Background: an optimization exercise with open tools, aiming at small area. Do not read the settings as production practice.
In this exercise RTL edits were held to simulation tests only and were not proved equivalent to the original.
The flow treats the clock pin as an ideal source, which a real chip does not have.
Power figures rest on the tool's default switching activity, not on a simulated workload.

==> flow/design.v <==
module Processing_Element (clk, g, gn, inA, inB, outA, outB, out);
input [7:0] inA, inB;
input clk, g, gn;
output reg [7:0] outA, outB;
output reg [15:0] out;
always @(posedge clk) begin
  outA <= inA;
  outB <= inB;
end
wire [63:0] p;                            
genvar i, j;
generate for (i = 0; i < 8; i = i + 1) begin : g_i
  for (j = 0; j < 8; j = j + 1) begin : g_j
    NOR2 u_p (inA[i], inB[j], p[8*i+j]);
  end
end endgenerate
  wire n1, n2;
  HA u_n1 (out[5], p[5], n1, n2);
  wire n3, n4;
  FA u_n3 (out[6], p[6], p[13], n3, n4);
  wire n5, n6;
  HA u_n5 (p[20], p[27], n5, n6);
  wire n7, n8;
  FA u_n7 (out[7], p[7], p[14], n7, n8);
  wire n9, n10;
  FA u_n9 (p[21], p[28], p[35], n9, n10);
  wire n11, n12;
  HA u_n11 (p[42], p[49], n11, n12);
  wire n13, n14;
  FA u_n13 (out[8], p[15], p[22], n13, n14);
  wire n15, n16;
  FA u_n15 (p[29], p[36], p[43], n15, n16);
  wire n17, n18;
  HA u_n17 (p[50], p[57], n17, n18);
  wire n19, n20;
  FA u_n19 (out[9], p[23], p[30], n19, n20);
  wire n21, n22;
  FA u_n21 (p[37], p[44], p[51], n21, n22);
  wire n23, n24;
  FA u_n23 (out[10], p[31], p[38], n23, n24);
  wire n25, n26;
  HA u_n25 (out[3], p[3], n25, n26);
  wire n27, n28;
  FA u_n27 (out[4], p[4], p[11], n27, n28);
  wire n29, n30;
  HA u_n29 (p[18], p[25], n29, n30);
  wire n31, n32;
  FA u_n31 (p[12], p[19], p[26], n31, n32);
  wire n33, n34;
  FA u_n33 (p[33], p[40], n1, n33, n34);
  wire n35, n36;
  FA u_n35 (p[34], p[41], p[48], n35, n36);
  wire n37, n38;
  FA u_n37 (n2, n5, n3, n37, n38);
  wire n39, n40;
  FA u_n39 (p[56], n6, n11, n39, n40);
  wire n41, n42;
  FA u_n41 (n4, n7, n9, n41, n42);
  wire n43, n44;
  FA u_n43 (n12, n17, n8, n43, n44);
  wire n45, n46;
  FA u_n45 (n10, n13, n15, n45, n46);
  wire n47, n48;
  FA u_n47 (p[58], n18, n14, n47, n48);
  wire n49, n50;
  FA u_n49 (n16, n19, n21, n49, n50);
  wire n51, n52;
  FA u_n51 (p[45], p[52], p[59], n51, n52);
  wire n53, n54;
  FA u_n53 (n20, n22, n23, n53, n54);
  wire n55, n56;
  FA u_n55 (out[11], p[39], p[46], n55, n56);
  wire n57, n58;
  FA u_n57 (p[53], p[60], n24, n57, n58);
  wire n59, n60;
  FA u_n59 (out[12], p[47], p[54], n59, n60);
  wire n61, n62;
  HA u_n61 (out[2], p[2], n61, n62);
  wire n63, n64;
  FA u_n63 (p[10], p[17], p[24], n63, n64);
  wire n65, n66;
  FA u_n65 (p[32], n26, n29, n65, n66);
  wire n67, n68;
  FA u_n67 (n30, n28, n31, n67, n68);
  wire n69, n70;
  FA u_n69 (n32, n35, n34, n69, n70);
  wire n71, n72;
  FA u_n71 (n36, n39, n38, n71, n72);
  wire n73, n74;
  FA u_n73 (n40, n43, n42, n73, n74);
  wire n75, n76;
  FA u_n75 (n44, n47, n46, n75, n76);
  wire n77, n78;
  FA u_n77 (n51, n48, n50, n77, n78);
  wire n79, n80;
  FA u_n79 (n52, n55, n54, n79, n80);
  wire n81, n82;
  FA u_n81 (p[61], n56, n59, n81, n82);
  wire n83, n84;
  FA u_n83 (out[13], p[55], p[62], n83, n84);
  wire n85, n86;
  HA u_n85 (out[1], p[1], n85, n86);
  wire n87, n88;
  FA u_n87 (p[9], p[16], n61, n87, n88);
  wire n89, n90;
  FA u_n89 (n62, n25, n63, n89, n90);
  wire n91, n92;
  FA u_n91 (n64, n27, n65, n91, n92);
  wire n93, n94;
  FA u_n93 (n66, n33, n67, n93, n94);
  wire n95, n96;
  FA u_n95 (n68, n37, n69, n95, n96);
  wire n97, n98;
  FA u_n97 (n41, n70, n71, n97, n98);
  wire n99, n100;
  FA u_n99 (n45, n72, n73, n99, n100);
  wire n101, n102;
  FA u_n101 (n49, n74, n75, n101, n102);
  wire n103, n104;
  FA u_n103 (n53, n76, n77, n103, n104);
  wire n105, n106;
  FA u_n105 (n57, n78, n79, n105, n106);
  wire n107, n108;
  FA u_n107 (n58, n81, n80, n107, n108);
  wire n109, n110;
  FA u_n109 (n60, n83, n82, n109, n110);
  wire n111, n112;
  FA u_n111 (out[14], p[63], n84, n111, n112);
  wire n113, n114;
  HA u_n113 (out[0], p[0], n113, n114);
  wire n115, n116;
  FA u_n115 (p[8], n114, n85, n115, n116);
  wire n117, n118;
  FA u_n117 (n86, n116, n87, n117, n118);
  wire n119, n120;
  FA u_n119 (n88, n89, n118, n119, n120);
  wire n121, n122;
  FA u_n121 (n90, n91, n120, n121, n122);
  wire n123, n124;
  FA u_n123 (n92, n93, n122, n123, n124);
  wire n125, n126;
  FA u_n125 (n94, n95, n124, n125, n126);
  wire n127, n128;
  FA u_n127 (n96, n97, n126, n127, n128);
  wire n129, n130;
  FA u_n129 (n98, n99, n128, n129, n130);
  wire n131, n132;
  HA u_n131 (n100, n101, n131, n132);
  wire n133;
  XNOR2 u_n133 (n131, n130, n133);
  wire n134;
  AOI21 u_n134 (n131, n130, n132, n134);
  wire n135;
  XNOR2 u_n135 (n102, n103, n135);
  wire n136;
  NAND2 u_n136 (n102, n103, n136);
  wire n137;
  XNOR2 u_n137 (n135, n134, n137);
  wire n138;
  OAI21 u_n138 (n135, n134, n136, n138);
  wire n139, n140;
  HA u_n139 (n104, n105, n139, n140);
  wire n141;
  XNOR2 u_n141 (n139, n138, n141);
  wire n142;
  AOI21 u_n142 (n139, n138, n140, n142);
  wire n143;
  XNOR2 u_n143 (n106, n107, n143);
  wire n144;
  NAND2 u_n144 (n106, n107, n144);
  wire n145;
  XNOR2 u_n145 (n143, n142, n145);
  wire n146;
  OAI21 u_n146 (n143, n142, n144, n146);
  wire n147, n148;
  HA u_n147 (n108, n109, n147, n148);
  wire n149;
  XNOR2 u_n149 (n147, n146, n149);
  wire n150;
  AOI21 u_n150 (n147, n146, n148, n150);
  wire n151;
  XNOR2 u_n151 (n110, n111, n151);
  wire n152;
  NAND2 u_n152 (n110, n111, n152);
  wire n153;
  XNOR2 u_n153 (n151, n150, n153);
  wire n154;
  OAI21 u_n154 (n151, n150, n152, n154);
  wire n155;
  XOR2 u_n155 (out[15], n112, n155);
  wire n156;
  XNOR2 u_n156 (n155, n154, n156);
wire [15:0] d;
  AND2 u_d0 (n113, g, d[0]);
  AND2 u_d1 (n115, g, d[1]);
  AND2 u_d2 (n117, g, d[2]);
  AND2 u_d3 (n119, g, d[3]);
  AND2 u_d4 (n121, g, d[4]);
  AND2 u_d5 (n123, g, d[5]);
  AND2 u_d6 (n125, g, d[6]);
  AND2 u_d7 (n127, g, d[7]);
  AND2 u_d8 (n129, g, d[8]);
  NOR2 u_d9 (n133, gn, d[9]);
  NOR2 u_d10 (n137, gn, d[10]);
  NOR2 u_d11 (n141, gn, d[11]);
  NOR2 u_d12 (n145, gn, d[12]);
  NOR2 u_d13 (n149, gn, d[13]);
  NOR2 u_d14 (n153, gn, d[14]);
  NOR2 u_d15 (n156, gn, d[15]);
always @(posedge clk) out <= d;
endmodule
module FA (a, b, c, s, co);
input a, b, c;
output s, co;
assign s = a ^ b ^ c;
assign co = (a & b) | (c & (a ^ b));
endmodule
module HA (a, b, s, co);
input a, b;
output s, co;
assign s = a ^ b;
assign co = a & b;
endmodule
module NOR2 (a, b, y);
input a, b;
output y;
assign y = ~(a | b);
endmodule
module NAND2 (a, b, y);
input a, b;
output y;
assign y = ~(a & b);
endmodule
module XOR2 (a, b, y);
input a, b;
output y;
assign y = a ^ b;
endmodule
module XNOR2 (a, b, y);
input a, b;
output y;
assign y = ~(a ^ b);
endmodule
module AND2 (a, b, y);
input a, b;
output y;
assign y = a & b;
endmodule
module AOI21 (a1, a2, b1, y);
input a1, a2, b1;
output y;
assign y = ~((a1 & a2) | b1);
endmodule
module OAI21 (a1, a2, b1, y);
input a1, a2, b1;
output y;
assign y = ~((a1 | a2) & b1);
endmodule
module systolic_array # (parameter N = 8) (clk, reset, inA, inB, out);
input [N*8-1:0] inA, inB;
input clk, reset;
output [(N**2)*16-1:0] out;
wire [N*8-1:0] stageA [N:0];
wire [N*8-1:0] stageB [N:0];
assign stageA[0] = ~inA;
assign stageB[0] = ~inB;
reg [N-1:1] v;
always @(posedge clk) begin
  if (reset) v <= 0;
  else v <= {v[N-2:1], 1'b1};
end
wire [N-1:0] g = {v, 1'b1} & {N{~reset}};
wire [N-1:0] gn = ~g;
genvar i, j;
generate
  for (i = 0; i < N; i = i + 1) begin : row
    for (j = 0; j < N; j = j + 1) begin : col
      Processing_Element PE1 (clk, g[(i > j) ? i : j], gn[(i > j) ? i : j],
        stageA[j][i*8+7:i*8], stageB[i][j*8+7:j*8],
        stageA[j+1][i*8+7:i*8], stageB[i+1][j*8+7:j*8],
        out[16*(N*i+j)+15 : 16*(N*i+j)]);
    end
  end
endgenerate
endmodule
clock: 6.0 ns
lec_check: 0
cap_margin: 20
core_margin: 2
core_utilization: 60
slew_margin: 20
synth_hierarchical: 1
synth_minimum_keep_size: 0
standard.sh (not shown) runs the stock make flow with config.mk's settings and CLKGATE_MAP_FILE= SYNTH_SCRIPT=/design/flow/synth_recipe.tcl, a recipe that flattens the netlist after the stock synthesis.
==> flow/flow/run.sh <==
#!/bin/bash
set -euo pipefail
bash standard.sh \
  "BUFFER_PORTS_ARGS=-buffer_cell sky130_fd_sc_hd__buf_1" \
  "CTS_ARGS=-sink_clustering_enable -repair_clock_nets -dont_use_dummy_load -sink_clustering_size 30 -sink_clustering_max_diameter 70" \
  "POST_CTS_TCL=$PWD/flow/post_cts.tcl" \
  finish > make_finish.log 2>&1
==> flow/flow/post_cts.tcl <==
# Downsize gates on paths with slack to spare, then repair slew and
# capacitance and legalize again.
estimate_parasitics -placement
repair_timing -recover_power 100 -slack_margin 0.1 -verbose
repair_design -cap_margin 20 -slew_margin 20 -verbose
detailed_placement
check_placement -verbose
Rerun with:
==> flow/flow/run.sh (replaced) <==
#!/bin/bash
set -euo pipefail
bash standard.sh \
  "BUFFER_PORTS_ARGS=-buffer_cell sky130_fd_sc_hd__buf_1" \
  "CTS_ARGS=-sink_clustering_enable -repair_clock_nets -dont_use_dummy_load -sink_clustering_size 24 -sink_clustering_max_diameter 60" \
  "POST_CTS_TCL=$PWD/flow/post_cts.tcl" \
  finish > make_finish.log 2>&1
==> flow/flow/post_cts.tcl (replaced) <==
# Downsize gates on paths with slack to spare, then repair slew and
# capacitance and legalize again.
estimate_parasitics -placement
repair_timing -recover_power 100 -slack_margin 0.2 -verbose
repair_design -cap_margin 20 -slew_margin 20 -verbose
detailed_placement
check_placement -verbose
Result:
- routed wire length went up by 0.41%
- core utilization went up by 0.43 points
- flip-flop and latch count is unchanged
- power went up by 3.1%
- synthesized area is unchanged
- first-iteration DRC count barely changes
- worst hold slack gets worse by 18 ps
- critical path depth does not change
- via count barely changes
- clock power went up by about 20%
- final area went up by 0.65%
Rerun with:
==> flow/flow/run.sh (replaced) <==
#!/bin/bash
set -euo pipefail
bash standard.sh \
  "BUFFER_PORTS_ARGS=-buffer_cell sky130_fd_sc_hd__buf_1" \
  "CTS_ARGS=-sink_clustering_enable -repair_clock_nets -dont_use_dummy_load -sink_clustering_size 30 -sink_clustering_max_diameter 70" \
  "POST_CTS_TCL=$PWD/flow/post_cts.tcl" \
  finish > make_finish.log 2>&1
==> flow/flow/post_cts.tcl (replaced) <==
# Downsize gates on paths with slack to spare, then repair slew and
# capacitance and legalize again.
estimate_parasitics -placement
repair_timing -recover_power 100 -slack_margin 0.2 -verbose
repair_design -cap_margin 10 -slew_margin 10 -verbose
detailed_placement
check_placement -verbose
- CAP_MARGIN: 20 -> 10
- SLEW_MARGIN: 20 -> 10
Outcome: The new run completed without violations. Clock skew rose by 25 ps. Routed wire length fell by 0.51%. Synthesized cell count does not change. Flip-flop and latch count stays the same. Synthesized area stays the same. Fmax hardly moves. Utilization fell by 0.42 points.
Rerun with:
==> flow/flow/run.sh (replaced) <==
#!/bin/bash
set -euo pipefail
bash standard.sh \
  "BUFFER_PORTS_ARGS=-buffer_cell sky130_fd_sc_hd__buf_1" \
  "CTS_ARGS=-sink_clustering_enable -repair_clock_nets -dont_use_dummy_load" \
  "POST_CTS_TCL=$PWD/flow/post_cts.tcl" \
  finish > make_finish.log 2>&1
==> flow/flow/post_cts.tcl (replaced) <==
# Downsize gates on paths with slack to spare, then repair slew and
# capacitance and legalize again.
estimate_parasitics -placement
repair_timing -recover_power 100 -slack_margin 0.2 -verbose
repair_design -cap_margin 20 -slew_margin 20 -verbose
detailed_placement
check_placement -verbose
- CAP_MARGIN: 10 -> 20
- SLEW_MARGIN: 10 -> 20
=> The changed run finished clean; fmax went down by 0.34%; first-iteration DRC count goes down by 3.0%; clock-buffer cell count increases by 63; worst setup slack got worse by 19 ps; hold slack is better by 21 ps; power goes up by 4.4%; global-route usage rose by 0.13 points; non-clock buffer count is unchanged; sequential cell count stays the same.
Rerun with:
==> flow/flow/run.sh (replaced) <==
#!/bin/bash
set -euo pipefail
bash standard.sh \
  "BUFFER_PORTS_ARGS=-buffer_cell sky130_fd_sc_hd__buf_1" \
  "CTS_ARGS=-sink_clustering_enable -repair_clock_nets -dont_use_dummy_load -sink_clustering_size 30 -sink_clustering_max_diameter 70 -buf_list {sky130_fd_sc_hd__clkbuf_8 sky130_fd_sc_hd__clkbuf_16}" \
  "POST_CTS_TCL=$PWD/flow/post_cts.tcl" \
  finish > make_finish.log 2>&1
Sequential power hardly moves. Die area is unchanged. Wire length fell by 0.54%. Critical path depth stays the same.

## separate check: timing with driven ports
The results above use ideal ports. As a check the final layouts listed here were re-extracted and re-timed, cells and wires unchanged.
Step 1 assumes that a clkbuf_16 drives the clock port and a buf_2 every other input.
Step 2 times the ports against the registers' clock, not the clock port: input delays grow and output delays shrink by t, the midpoint of the rising clock arrivals with the driver on.
Slacks: ideal ports / drivers / drivers and shift; pairs: ideal ports / drivers.
run	t (ns)	setup WS [ns]	worst register clock-pin slew, ns
the first run	0.919	0.189 / 0.189 / -0.618	0.10 / 0.10
the second run	0.970	0.192 / 0.192 / -0.675	0.09 / 0.09
the third run	0.938	0.202 / 0.202 / -0.662	0.11 / 0.11
the fourth run	0.957	0.182 / 0.182 / -0.680	0.06 / 0.06
the fifth run	0.919	0.189 / 0.189 / -0.618	0.10 / 0.10
With both steps, setup timing fails in every run listed, where it was met with ideal ports. The setup slack of the second run, which loses most, moves by 0.000 ns with the drivers and by -0.867 ns with both steps.
